This is an optimization exercise on Yosys and OpenROAD, whose aim is small area, not a production implementation. Only simulation tests tie the RTL to the original design; equivalence was not proved. Power figures rest on the tool's default switching activity, not on a simulated workload.

==> inputs of garnet <==
Design synth_top, start of the top module:
module synth_top(
 input 		  	reset_io,
 input		  	clk_io,	 
 input 	[15:0] 		data_in_io,
 output [15:0] 		data_out_io, 
 output [9:0]  		addr_out_io,
 output 		core_to_mem_enable_io,
 input		  	sda_read_io,
 input		  	scl_read_io,
 output			sda_out_io,
 output			scl_out_io,
 output 		pwm0_io,
 output 		pwm1_io,
 output 		pwm2_io,
 output 		pwm3_io,
 output 		pwm4_io,
 output 		pwm5_io,
 output 		pwm6_io,
 output 		pwm7_io
);
==> module Core, before the edit <==
module Core(
  input             clk,
  input             rst,
  input      [15:0] mem_to_core_data,
  output     [15:0] core_to_mem_data,
  output     [9:0]  core_to_mem_address,
  output            core_to_mem_write_enable,
  input             i2c_wr_en,
  input             i2c_ack_fail,
  input      [7:0]  i2c_to_core_data,
  output     [7:0]  core_to_i2c_data,
  output     [7:0]  i2c_reg_addr,
  output     [8:0]  i2c_addr,
  output     [15:0] pwm_reg0,
  output     [15:0] pwm_reg1,
  output     [15:0] pwm_reg2,
  output     [15:0] pwm_reg3,
  output     [15:0] pwm_reg4,
  output     [15:0] pwm_reg5,
  output     [15:0] pwm_reg6,
  output     [15:0] pwm_reg7);
  wire [15:0] d = mem_to_core_data;
  reg        st_dec;
  reg        st_ex;
  reg [15:0] ir;
  reg [15:0] opr;
  reg [9:0]  pc;
  reg [1:0]  flag;
  wire st_fetch = ~st_dec & ~st_ex;
  wire [3:0] op = ir[15:12];
  wire op_lw  = op == 4'h0;
  wire op_sw  = op == 4'h1;
  wire op_jmp = op == 4'h2;
  wire op_br  = op == 4'h3;
  wire op_lt  = op == 4'hC;
  wire op_eq  = op == 4'hD;
  wire op_slr = op == 4'h9;
  wire op_ls  = op_lw | op_sw;
  wire d_hi = (d[15:12] == 4'h0) | (d[15:12] == 4'h1) | (d[15:12] == 4'h5);
  wire [3:0]  idx_a = st_dec ? (d_hi ? d[11:8] : d[7:4]) : ir[3:0];
  wire [15:0] ra;
  wire [9:0]  rl;
  wire [9:0]  addr = opr[9:0] + rl;
  wire        sub = op_lt | op_eq | (op == 4'hB);
  wire [16:0] s   = {1'b0, opr} + {1'b0, ra ^ {16{sub}}} + {16'b0, sub};
  wire        borrow = ~s[16];
  wire        zero   = s[15:0] == 16'h0000;
  function [15:0] rev16(input [15:0] x);
    integer k;
    for (k = 0; k < 16; k = k + 1) rev16[k] = x[15-k];
  endfunction
  wire [15:0] sh_in  = op_slr ? rev16(opr) : opr;
  wire [15:0] sh_out = sh_in << ir[3:0];
  wire [15:0] shres  = op_slr ? rev16(sh_out) : sh_out;
  wire        op_li  = op == 4'h4;
  wire        op_oui = op == 4'h5;
  wire [15:0] y  = op_li ? {8'h00, ir[7:0]} : (op_oui ? {ir[7:0], 8'h00} : ra);
  reg  [3:0]  tt;
  always @(*) begin
    case (op)
      4'h4:    tt = 4'b1010;
      4'h5:    tt = 4'b1110;
      4'h6:    tt = 4'b1000;
      4'h7:    tt = 4'b1110;
      default: tt = 4'b0011;
    endcase
  end
  reg [15:0] lres;
  integer m;
  always @(*)
    for (m = 0; m < 16; m = m + 1)
      lres[m] = tt[{opr[m], y[m]}];
  reg [15:0] alu;
  always @(*) begin
    case (op)
      4'h8, 4'h9: alu = shres;
      4'hA:       alu = s[15:0];
      4'hB:       alu = borrow ? 16'h0000 : s[15:0];
      default:    alu = lres;
    endcase
  end
  wire        we   = st_ex & (op_lw | (op_jmp & ir[6]) | ~(op_sw | op_jmp | op_br | op_lt | op_eq));
  wire [3:0]  widx = op_lw ? ir[3:0] : (op_jmp ? 4'd5 : ir[11:8]);
  wire [15:0] wd   = op_lw ? d : (op_jmp ? {6'b0, pc} : alu);
  reg_file rf(
    .clk(clk), .rst(rst),
    .write_en(we), .wrData(widx), .DataIn(wd),
    .rdDataA(idx_a), .rdDataL(ir[7:4]), .A(ra), .L(rl),
    .hold_i2c(st_dec),
    .i2c_wr_en(i2c_wr_en), .i2c_ack_fail(i2c_ack_fail),
    .i2c_to_reg_file_data(i2c_to_core_data),
    .reg_file_to_i2c_data(core_to_i2c_data),
    .i2c_slave_addr(i2c_reg_addr), .i2c_addr(i2c_addr),
    .pwm_reg0(pwm_reg0), .pwm_reg1(pwm_reg1), .pwm_reg2(pwm_reg2), .pwm_reg3(pwm_reg3),
    .pwm_reg4(pwm_reg4), .pwm_reg5(pwm_reg5), .pwm_reg6(pwm_reg6), .pwm_reg7(pwm_reg7));
  wire flag_br  = ir[8] ? flag[1] : flag[0];
  wire flag_jmp = ir[7] ? flag[1] : flag[0];
  wire take_br  = st_ex & op_br & (ir[11] == flag_br);
  wire take_jmp = st_ex & op_jmp & (~ir[11] | (ir[10] == flag_jmp));
  wire [9:0] pc_sum = pc + (st_dec ? 10'd1 : {{2{ir[7]}}, ir[7:0]});
  assign core_to_mem_address      = st_ex ? (op_ls ? addr : 10'd0) : pc;
  assign core_to_mem_data         = (st_ex & op_sw) ? ra : 16'h0000;
  assign core_to_mem_write_enable = st_ex & op_sw;
  always @(posedge clk) begin
    ir  <= d;
    opr <= ra;
    st_dec <= ~rst & st_fetch;
    st_ex  <= ~rst & st_dec & (d[15:12] != 4'hF);
    if (rst | st_dec | take_br | take_jmp)
      pc <= rst ? 10'd0 : (take_jmp ? ra[9:0] : pc_sum);
    if (rst | (st_ex & op_lt))
      flag[1] <= ~rst & borrow;
    if (rst | (st_ex & op_eq))
      flag[0] <= ~rst & zero;
  end
endmodule
Settings: LEC_CHECK=0, CAP_MARGIN=20, CORE_MARGIN=2, CORE_UTILIZATION=66, SLEW_MARGIN=20; clock period 10.0 ns.
standard.sh (not shown) runs the stock make flow with config.mk's settings and CLKGATE_MAP_FILE= SYNTH_SCRIPT=/design/flow/synth_recipe.tcl, a recipe that flattens the netlist after the stock synthesis.
==> flow/flow/run.sh <==
#!/bin/bash
# Own flow: the standard layout (standard.sh) with these changes:
#  - synthesis: Yosys's ABC mapping step uses an area-oriented script
#    (flow/abc_area.script) in place of ORFS's speed script; everything else,
#    registers included, is the standard synthesis;
#  - port buffers are sky130_fd_sc_hd__buf_1 (every port still gets one);
#  - clock tree: clkbuf_8 buffers, sinks clustered by 16 within 60 um, no
#    dummy loads;
#  - after global routing, gates on paths with slack are downsized (ORFS's
#    RECOVER_POWER step), then flow/post_grt.tcl repairs slew and
#    capacitance again.
# Each make run writes its full output to a log file here; ORFS's per-step
# logs are under orfs/logs/.
set -euo pipefail
W=$(pwd)
rm -rf "$W/scripts_area"
cp -r "$FLOW_HOME/scripts" "$W/scripts_area"
cp "$W/flow/abc_area.script" "$W/scripts_area/abc_speed.script"
VARS=(
  "SCRIPTS_DIR=$W/scripts_area"
  "BUFFER_PORTS_ARGS=-buffer_cell sky130_fd_sc_hd__buf_1"
  "RECOVER_POWER=100"
  "POST_GLOBAL_ROUTE_TCL=$W/flow/post_grt.tcl"
  "CTS_ARGS=-sink_clustering_enable -repair_clock_nets -dont_use_dummy_load -buf_list sky130_fd_sc_hd__clkbuf_8 -sink_clustering_size 16 -sink_clustering_max_diameter 60"
)
bash "$W/standard.sh" "${VARS[@]}" synth > "$W/log_synth.txt" 2>&1
bash "$W/standard.sh" "${VARS[@]}" finish > "$W/log_layout.txt" 2>&1
==> flow/flow/abc_area.script <==
strash
&get -n
&st
&deepsyn -T 60
&dch -f
&nf -p -R 1000 -C 32
&put
==> flow/flow/post_grt.tcl <==
# After ORFS's power recovery (which downsizes gates on paths with slack),
# repair any slew or capacitance violation it left, then legalize and
# re-route the nets that changed.
log_cmd global_route -start_incremental
log_cmd estimate_parasitics -global_routing
repair_design_helper
log_cmd detailed_placement
log_cmd global_route -end_incremental
log_cmd estimate_parasitics -global_routing
==> yarrow: changes against garnet <==
--- a/flow/design.v
+++ b/flow/design.v
@@ -116,35 +116,22 @@
     for (k = 0; k < 16; k = k + 1) rev16[k] = x[15-k];
   endfunction
   wire [15:0] sh_in  = op_slr ? rev16(opr) : opr;
   wire [15:0] sh_out = sh_in << ir[3:0];
   wire [15:0] shres  = op_slr ? rev16(sh_out) : sh_out;
-  wire        op_li  = op == 4'h4;
-  wire        op_oui = op == 4'h5;
-  wire [15:0] y  = op_li ? {8'h00, ir[7:0]} : (op_oui ? {ir[7:0], 8'h00} : ra);
-  reg  [3:0]  tt;
-  always @(*) begin
-    case (op)
-      4'h4:    tt = 4'b1010;
-      4'h5:    tt = 4'b1110;
-      4'h6:    tt = 4'b1000;
-      4'h7:    tt = 4'b1110;
-      default: tt = 4'b0011;
-    endcase
-  end
-  reg [15:0] lres;
-  integer m;
-  always @(*)
-    for (m = 0; m < 16; m = m + 1)
-      lres[m] = tt[{opr[m], y[m]}];
   reg [15:0] alu;
   always @(*) begin
     case (op)
-      4'h8, 4'h9: alu = shres;
-      4'hA:       alu = s[15:0];
-      4'hB:       alu = borrow ? 16'h0000 : s[15:0];
-      default:    alu = lres;
+      4'h4:    alu = {8'h00, ir[7:0]};
+      4'h5:    alu = opr | {ir[7:0], 8'h00};
+      4'h6:    alu = opr & ra;
+      4'h7:    alu = opr | ra;
+      4'h8:    alu = shres;
+      4'h9:    alu = shres;
+      4'hA:    alu = s[15:0];
+      4'hB:    alu = borrow ? 16'h0000 : s[15:0];
+      default: alu = ~opr;
     endcase
   end
   wire        we   = st_ex & (op_lw | (op_jmp & ir[6]) | ~(op_sw | op_jmp | op_br | op_lt | op_eq));
   wire [3:0]  widx = op_lw ? ir[3:0] : (op_jmp ? 4'd5 : ir[11:8]);
   wire [15:0] wd   = op_lw ? d : (op_jmp ? {6'b0, pc} : alu);
==> flow/flow/run.sh (replaced) <==
#!/bin/bash
# Own flow: the standard layout (standard.sh) with these changes:
#  - synthesis: Yosys's ABC mapping step uses an area-oriented script
#    (flow/abc_area.script) in place of ORFS's speed script; everything else,
#    registers included, is the standard synthesis;
#  - port buffers are sky130_fd_sc_hd__buf_1 (every port still gets one);
#  - clock tree: clkbuf_8 buffers, sinks clustered by 16 within 60 um, no
#    dummy loads;
# Each make run writes its full output to a log file here; ORFS's per-step
# logs are under orfs/logs/.
set -euo pipefail
W=$(pwd)
rm -rf "$W/scripts_area"
cp -r "$FLOW_HOME/scripts" "$W/scripts_area"
cp "$W/flow/abc_area.script" "$W/scripts_area/abc_speed.script"
VARS=(
  "SCRIPTS_DIR=$W/scripts_area"
  "BUFFER_PORTS_ARGS=-buffer_cell sky130_fd_sc_hd__buf_1"
  "CTS_ARGS=-sink_clustering_enable -repair_clock_nets -dont_use_dummy_load -buf_list sky130_fd_sc_hd__clkbuf_8 -sink_clustering_size 16 -sink_clustering_max_diameter 60"
)
bash "$W/standard.sh" "${VARS[@]}" synth > "$W/log_synth.txt" 2>&1
bash "$W/standard.sh" "${VARS[@]}" finish > "$W/log_layout.txt" 2>&1
==> flow/flow/abc_area.script (replaced) <==
strash
&get -n
&st
&deepsyn -T 60
&dch -f
&nf -p -R 1000
&put
CORE_UTILIZATION = 60   (was 66)
removed: flow/flow/post_grt.tcl
==> xenon: changes against garnet <==
--- a/flow/design.v
+++ b/flow/design.v
@@ -116,35 +116,22 @@
     for (k = 0; k < 16; k = k + 1) rev16[k] = x[15-k];
   endfunction
   wire [15:0] sh_in  = op_slr ? rev16(opr) : opr;
   wire [15:0] sh_out = sh_in << ir[3:0];
   wire [15:0] shres  = op_slr ? rev16(sh_out) : sh_out;
-  wire        op_li  = op == 4'h4;
-  wire        op_oui = op == 4'h5;
-  wire [15:0] y  = op_li ? {8'h00, ir[7:0]} : (op_oui ? {ir[7:0], 8'h00} : ra);
-  reg  [3:0]  tt;
-  always @(*) begin
-    case (op)
-      4'h4:    tt = 4'b1010;
-      4'h5:    tt = 4'b1110;
-      4'h6:    tt = 4'b1000;
-      4'h7:    tt = 4'b1110;
-      default: tt = 4'b0011;
-    endcase
-  end
-  reg [15:0] lres;
-  integer m;
-  always @(*)
-    for (m = 0; m < 16; m = m + 1)
-      lres[m] = tt[{opr[m], y[m]}];
   reg [15:0] alu;
   always @(*) begin
     case (op)
-      4'h8, 4'h9: alu = shres;
-      4'hA:       alu = s[15:0];
-      4'hB:       alu = borrow ? 16'h0000 : s[15:0];
-      default:    alu = lres;
+      4'h4:    alu = {8'h00, ir[7:0]};
+      4'h5:    alu = opr | {ir[7:0], 8'h00};
+      4'h6:    alu = opr & ra;
+      4'h7:    alu = opr | ra;
+      4'h8:    alu = shres;
+      4'h9:    alu = shres;
+      4'hA:    alu = s[15:0];
+      4'hB:    alu = borrow ? 16'h0000 : s[15:0];
+      default: alu = ~opr;
     endcase
   end
   wire        we   = st_ex & (op_lw | (op_jmp & ir[6]) | ~(op_sw | op_jmp | op_br | op_lt | op_eq));
   wire [3:0]  widx = op_lw ? ir[3:0] : (op_jmp ? 4'd5 : ir[11:8]);
   wire [15:0] wd   = op_lw ? d : (op_jmp ? {6'b0, pc} : alu);
@@ -181,48 +168,43 @@
   end
 endmodule
 module counter(input clk,
                input reset,
                input [7:0] count_to,
-               output reg [7:0] ncount);
-  function cout8(input [7:0] a, input [7:0] b, input cin);
+               output reg [7:0] count);
+  function ge8(input [7:0] a, input [7:0] b);
     integer k;
-    reg c;
+    reg g;
     begin
-      c = cin;
+      g = 1'b1;
       for (k = 0; k < 8; k = k + 1)
-        c = (a[k] & b[k]) | (c & (a[k] | b[k]));
-      cout8 = c;
+        g = b[k] ? (a[k] & g) : (a[k] | g);
+      ge8 = g;
     end
   endfunction
-  wire lt   = cout8(count_to, ncount, 1'b0);
-  wire wrap = (count_to != 8'd0) & ~lt;
-  wire [7:0] dec = {ncount[7] ^ ~(|ncount[6:0]), ncount[6] ^ ~(|ncount[5:0]),
-                    ncount[5] ^ ~(|ncount[4:0]), ncount[4] ^ ~(|ncount[3:0]),
-                    ncount[3] ^ ~(|ncount[2:0]), ncount[2] ^ ~(|ncount[1:0]),
-                    ncount[1] ^ ~ncount[0], ~ncount[0]};
+  wire wrap = (count_to != 8'd0) & ge8(count, count_to);
   always @(posedge clk)
-    ncount <= (reset | wrap) ? 8'hFF : dec;
+    count <= (reset | wrap) ? 8'd0 : count + 8'd1;
 endmodule
 module pwm(input clk,
            input reset,
            input [15:0] pwm_reg,
            output reg pwm_out);
-  function cout8(input [7:0] a, input [7:0] b, input cin);
+  function ge8(input [7:0] a, input [7:0] b);
     integer k;
-    reg c;
+    reg g;
     begin
-      c = cin;
+      g = 1'b1;
       for (k = 0; k < 8; k = k + 1)
-        c = (a[k] & b[k]) | (c & (a[k] | b[k]));
-      cout8 = c;
+        g = b[k] ? (a[k] & g) : (a[k] | g);
+      ge8 = g;
     end
   endfunction
-  wire [7:0] ncount;
-  counter U1(.clk(clk), .reset(reset), .count_to(pwm_reg[15:8]), .ncount(ncount));
+  wire [7:0] count;
+  counter U1(.clk(clk), .reset(reset), .count_to(pwm_reg[15:8]), .count(count));
   always @(posedge clk)
-    pwm_out <= ~reset & cout8(pwm_reg[7:0], ncount, 1'b1);
+    pwm_out <= ~reset & ge8(pwm_reg[7:0], count);
 endmodule
 module I2C(
   input            clock,
   input            reset,
   input      [8:0] device_address,
@@ -236,50 +218,36 @@
   output reg       ack_fail,     
   output           WE);
   reg       active;     
   reg [3:0] step;       
   reg [6:0] p;          
-  function [6:0] lf(input integer n);
-    integer i;
-    reg [6:0] x;
-    begin
-      x = 7'd1;
-      for (i = 0; i < n; i = i + 1) x = {x[5:0], x[6] ^ x[5]};
-      lf = x;
-    end
-  endfunction
-  localparam [6:0] L0 = lf(0), L1 = lf(1), L41 = lf(41), L51 = lf(51),
-                   L92 = lf(92), L95 = lf(95), L99 = lf(99);
   reg [3:0] b;          
   reg [5:0] sample;     
   reg       ended;      
-  localparam [3:0] S_START = 4'b0000, S_DEVW = 4'b0001, S_REG = 4'b0011,
-                   S_DATA = 4'b0111, S_REP = 4'b0110, S_DEVR = 4'b0101,
-                   S_RECV = 4'b0100, S_ONE = 4'b1100, S_STOP = 4'b1000;
-  wire ph_start = step == S_START;
-  wire ph_send  = ~step[3] & step[0];
-  wire ph_rep   = step == S_REP;
-  wire ph_recv  = step == S_RECV;
-  wire ph_one   = step == S_ONE;
-  wire ph_stop  = step == S_STOP;
-  wire p0  = p == L0;
-  wire p1  = p == L1;
-  wire p41 = p == L41;
-  wire p51 = p == L51;
-  wire p92 = p == L92;
-  wire p95 = p == L95;
-  wire p99 = p == L99;
+  wire ph_start = step == 4'd0;
+  wire ph_send  = (step == 4'd1) | (step == 4'd2) | (step == 4'd3) | (step == 4'd5);
+  wire ph_rep   = step == 4'd4;
+  wire ph_recv  = step == 4'd6;
+  wire ph_one   = step == 4'd7;
+  wire ph_stop  = step == 4'd8;
+  wire p0  = p == 7'd0;
+  wire p1  = p == 7'd1;
+  wire p41 = p == 7'd41;
+  wire p51 = p == 7'd51;
+  wire p92 = p == 7'd92;
+  wire p95 = p == 7'd95;
+  wire p99 = p == 7'd99;
   wire b0  = b == 4'd0;
   wire b1  = b == 4'd1;
   wire b8  = b == 4'd8;
   wire b9  = b == 4'd9;
   reg [7:0] byte_s;
   always @(*) begin
-    case (step[2:1])
-      2'b00:   byte_s = {device_address[7:1], 1'b0};
-      2'b01:   byte_s = reg_address;
-      2'b11:   byte_s = data_in;
+    case (step)
+      4'd1:    byte_s = {device_address[7:1], 1'b0};
+      4'd2:    byte_s = reg_address;
+      4'd3:    byte_s = data_in;
       default: byte_s = {device_address[7:1], 1'b1};
     endcase
   end
   wire bit_s = byte_s[~b[2:0]];
   wire seq  = ph_send | ph_recv;
@@ -288,29 +256,20 @@
   assign WE = active & ph_stop & b1 & p51;
   wire fin = (ph_start & p41) | (ph_one & b1 & p1) | (ph_send & b9 & p0) |
              (ph_recv & b8 & p1) | ((ph_rep | ph_stop) & b1 & p51);
   reg [3:0] step_next;
   always @(*) begin
-    if (ph_stop)       step_next = S_START;
-    else if (ack_fail) step_next = S_STOP;
-    else begin
-      case (step)
-        S_START: step_next = S_DEVW;
-        S_DEVW:  step_next = S_REG;
-        S_REG:   step_next = device_address[0] ? S_REP : S_DATA;
-        S_DATA:  step_next = device_address[0] ? S_REP : S_STOP;
-        S_REP:   step_next = S_DEVR;
-        S_DEVR:  step_next = S_RECV;
-        S_RECV:  step_next = S_ONE;
-        default: step_next = S_STOP;
-      endcase
-    end
+    if (ph_stop)                         step_next = 4'd0;
+    else if (ack_fail)                   step_next = 4'd8;
+    else if ((step == 4'd2) & device_address[0])  step_next = 4'd4;
+    else if ((step == 4'd3) & ~device_address[0]) step_next = 4'd8;
+    else                                 step_next = step + 4'd1;
   end
   always @(posedge clock) begin
     if (reset) begin
       active  <= 1'b0;
-      step    <= S_START;
+      step    <= 4'd0;
       sda_out <= 1'b1;
       scl_out <= 1'b1;
     end else if (~active) begin
       active <= device_address[8];
     end else begin
@@ -349,16 +308,16 @@
       end
     end
   end
   always @(posedge clock) begin
     if (~active) begin
-      p     <= L0;
+      p     <= 7'd0;
       b     <= 4'd0;
       ended <= 1'b0;
     end else begin
       if (adv) begin
-        p <= p99 ? L0 : {p[5:0], p[6] ^ p[5]};
+        p <= p99 ? 7'd0 : p + 7'd1;
         if (p99) b <= b + 4'd1;
       end
       if (fin) ended <= 1'b1;
     end
     if (p51)
==> flow/flow/run.sh (replaced) <==
#!/bin/bash
# Own flow: the standard layout (standard.sh) with these changes:
#  - synthesis: Yosys's ABC mapping step uses an area-oriented script
#    (flow/abc_area.script) in place of ORFS's speed script; everything else,
#    registers included, is the standard synthesis;
#  - port buffers are sky130_fd_sc_hd__buf_1 (every port still gets one);
#  - clock tree: clkbuf_8 buffers, sinks clustered by 16 within 60 um, no
#    dummy loads;
#  - after global routing, gates on paths with slack are downsized
#    (ORFS's RECOVER_POWER step).
# Each make run writes its full output to a log file here; ORFS's per-step
# logs are under orfs/logs/.
set -euo pipefail
W=$(pwd)
rm -rf "$W/scripts_area"
cp -r "$FLOW_HOME/scripts" "$W/scripts_area"
cp "$W/flow/abc_area.script" "$W/scripts_area/abc_speed.script"
VARS=(
  "SCRIPTS_DIR=$W/scripts_area"
  "BUFFER_PORTS_ARGS=-buffer_cell sky130_fd_sc_hd__buf_1"
  "CTS_ARGS=-sink_clustering_enable -repair_clock_nets -dont_use_dummy_load -buf_list sky130_fd_sc_hd__clkbuf_8 -sink_clustering_size 16 -sink_clustering_max_diameter 60"
  "RECOVER_POWER=100"
)
bash "$W/standard.sh" "${VARS[@]}" synth > "$W/log_synth.txt" 2>&1
bash "$W/standard.sh" "${VARS[@]}" finish > "$W/log_layout.txt" 2>&1
==> flow/flow/abc_area.script (replaced) <==
strash
&get -n
&st
&deepsyn -T 20
&dch -f
&nf -p -R 1000
&put
CORE_UTILIZATION = 60   (was 66)
removed: flow/flow/post_grt.tcl
==> juniper: changes against garnet <==
--- a/flow/design.v
+++ b/flow/design.v
@@ -104,13 +104,14 @@
   wire op_ls  = op_lw | op_sw;
   wire d_hi = (d[15:12] == 4'h0) | (d[15:12] == 4'h1) | (d[15:12] == 4'h5);
   wire [3:0]  idx_a = st_dec ? (d_hi ? d[11:8] : d[7:4]) : ir[3:0];
   wire [15:0] ra;
   wire [9:0]  rl;
-  wire [9:0]  addr = opr[9:0] + rl;
   wire        sub = op_lt | op_eq | (op == 4'hB);
-  wire [16:0] s   = {1'b0, opr} + {1'b0, ra ^ {16{sub}}} + {16'b0, sub};
+  wire [15:0] ay  = op_ls ? {6'b0, rl} : (ra ^ {16{sub}});
+  wire [16:0] s   = {1'b0, opr} + {1'b0, ay} + {16'b0, sub};
+  wire [9:0]  addr = s[9:0];
   wire        borrow = ~s[16];
   wire        zero   = s[15:0] == 16'h0000;
   function [15:0] rev16(input [15:0] x);
     integer k;
     for (k = 0; k < 16; k = k + 1) rev16[k] = x[15-k];
CORE_UTILIZATION = 60   (was 66)
==> qor summary <==
Fin area: garnet 21550 um^2; juniper 21460 um^2; yarrow 21890 um^2; xenon 22070 um^2
Clock Power: garnet 0.826 mW; juniper 0.866 mW; yarrow 0.836 mW; xenon 0.832 mW
Routability congestion estimate: garnet 1.145; juniper 1.084; yarrow 1.071; xenon 1.089
Fin Hold WS: garnet 0.4278 ns; juniper 0.4253 ns; yarrow 0.4420 ns; xenon 0.4825 ns
Count of buffers not belonging to the clock network in the layout: garnet 127; juniper 124; yarrow 138; xenon 135
Antenna Cells: garnet 2; juniper 3; yarrow 1; xenon 0
Crit Reg-Reg Startpoint: garnet c1.st_dec; juniper c1.ir[3]; yarrow c1.ir[2]; xenon c1.ir[2]
Standard cell with the maximum stage delay on the critical path: garnet nor3_2; juniper a221o_1; yarrow nor2_1; xenon o21ai_1
# rows: garnet 63; juniper 66; yarrow 66; xenon 67
Max-cap check violation count: garnet 0; juniper 0; yarrow 0; xenon 7
Status: garnet timing/DRC/antenna clean; juniper timing/DRC/antenna clean; yarrow timing/DRC/antenna clean; xenon failed layout checks
Layout check failures: garnet -; juniper -; yarrow -; xenon max-capacitance violations, max-slew violations
Worst setup path start: garnet data_in_io[12]; juniper data_in_io[14]; yarrow data_in_io[12]; xenon data_in_io[14]
Post-Synth XOR/XNOR Area: garnet 0.02689; juniper 0.02095; yarrow 0.02680; xenon 0.02925
Final min period: garnet 9.165 ns; juniper 9.544 ns; yarrow 9.355 ns; xenon 9.463 ns
Least-Margin Pin Slew: garnet 1.228 ns; juniper 1.256 ns; yarrow 1.219 ns; xenon 1.810 ns
Die width: garnet 177.5 um; juniper 185.0 um; yarrow 186.3 um; xenon 188.2 um
Combinational power share: garnet 0.266; juniper 0.258; yarrow 0.262; xenon 0.265
Compound-cell area share of the yosys netlist: garnet 0.2184; juniper 0.2264; yarrow 0.2247; xenon 0.2136
Sum of routed wire segments on met1: garnet 27.05 mm; juniper 27.91 mm; yarrow 29.32 mm; xenon 29.14 mm
Final std cells w/o fill: garnet 2443; juniper 2488; yarrow 2493; xenon 2571
Clk pin slew, worst setup/hold paths: garnet 0.10 ns; juniper 0.08 ns; yarrow 0.09 ns; xenon 0.10 ns
Placed wire-length estimate: garnet 59.51 mm; juniper 58.42 mm; yarrow 61.86 mm; xenon 61.62 mm
Placeable core region: garnet 29640 um^2; juniper 32370 um^2; yarrow 32620 um^2; xenon 33450 um^2
Number of buffer and inverter stages on the critical path: garnet 4; juniper 5; yarrow 3; xenon 6
Relative slew slack: garnet 0.1783; juniper 0.1593; yarrow 0.1660; xenon -0.2065
Clock latency on the worst-skew pair: garnet 0.59 ns; juniper 0.66 ns; yarrow 0.62 ns; xenon 0.64 ns

re-timing with driven ports:
How much do the figures lean on ideal ports? The routed layouts below were timed once more, with nothing changed but the port constraints. Step 1, drivers: a clkbuf_16 drives clk_io and a buf_2 each remaining input, both assumed. Step 2 moves the port delays by t, midway between the first and last clock arrival at a register: inputs arrive t later, outputs are due t later. That takes back most of the time a late clock gives input paths. a / b / c = ideal / step 1 / step 2; a / b = the first two.
run | t, ns | slack for setup (ns) | worst setup path after step 2 | worst register clock-pin slew, ns
garnet | 0.602 | 0.835 / 0.859 / 0.257 | input to register | 0.11 / 0.11
yarrow | 0.621 | 0.645 / 0.662 / 0.041 | input to register | 0.11 / 0.11
xenon | 0.641 | 0.537 / 0.563 / -0.078 | input to register | 0.11 / 0.11
juniper | 0.657 | 0.456 / 0.436 / -0.030 | input to register | 0.10 / 0.10
For xenon, which loses most, drivers alone change the setup slack by +0.026 ns; drivers and shift together by -0.615 ns.
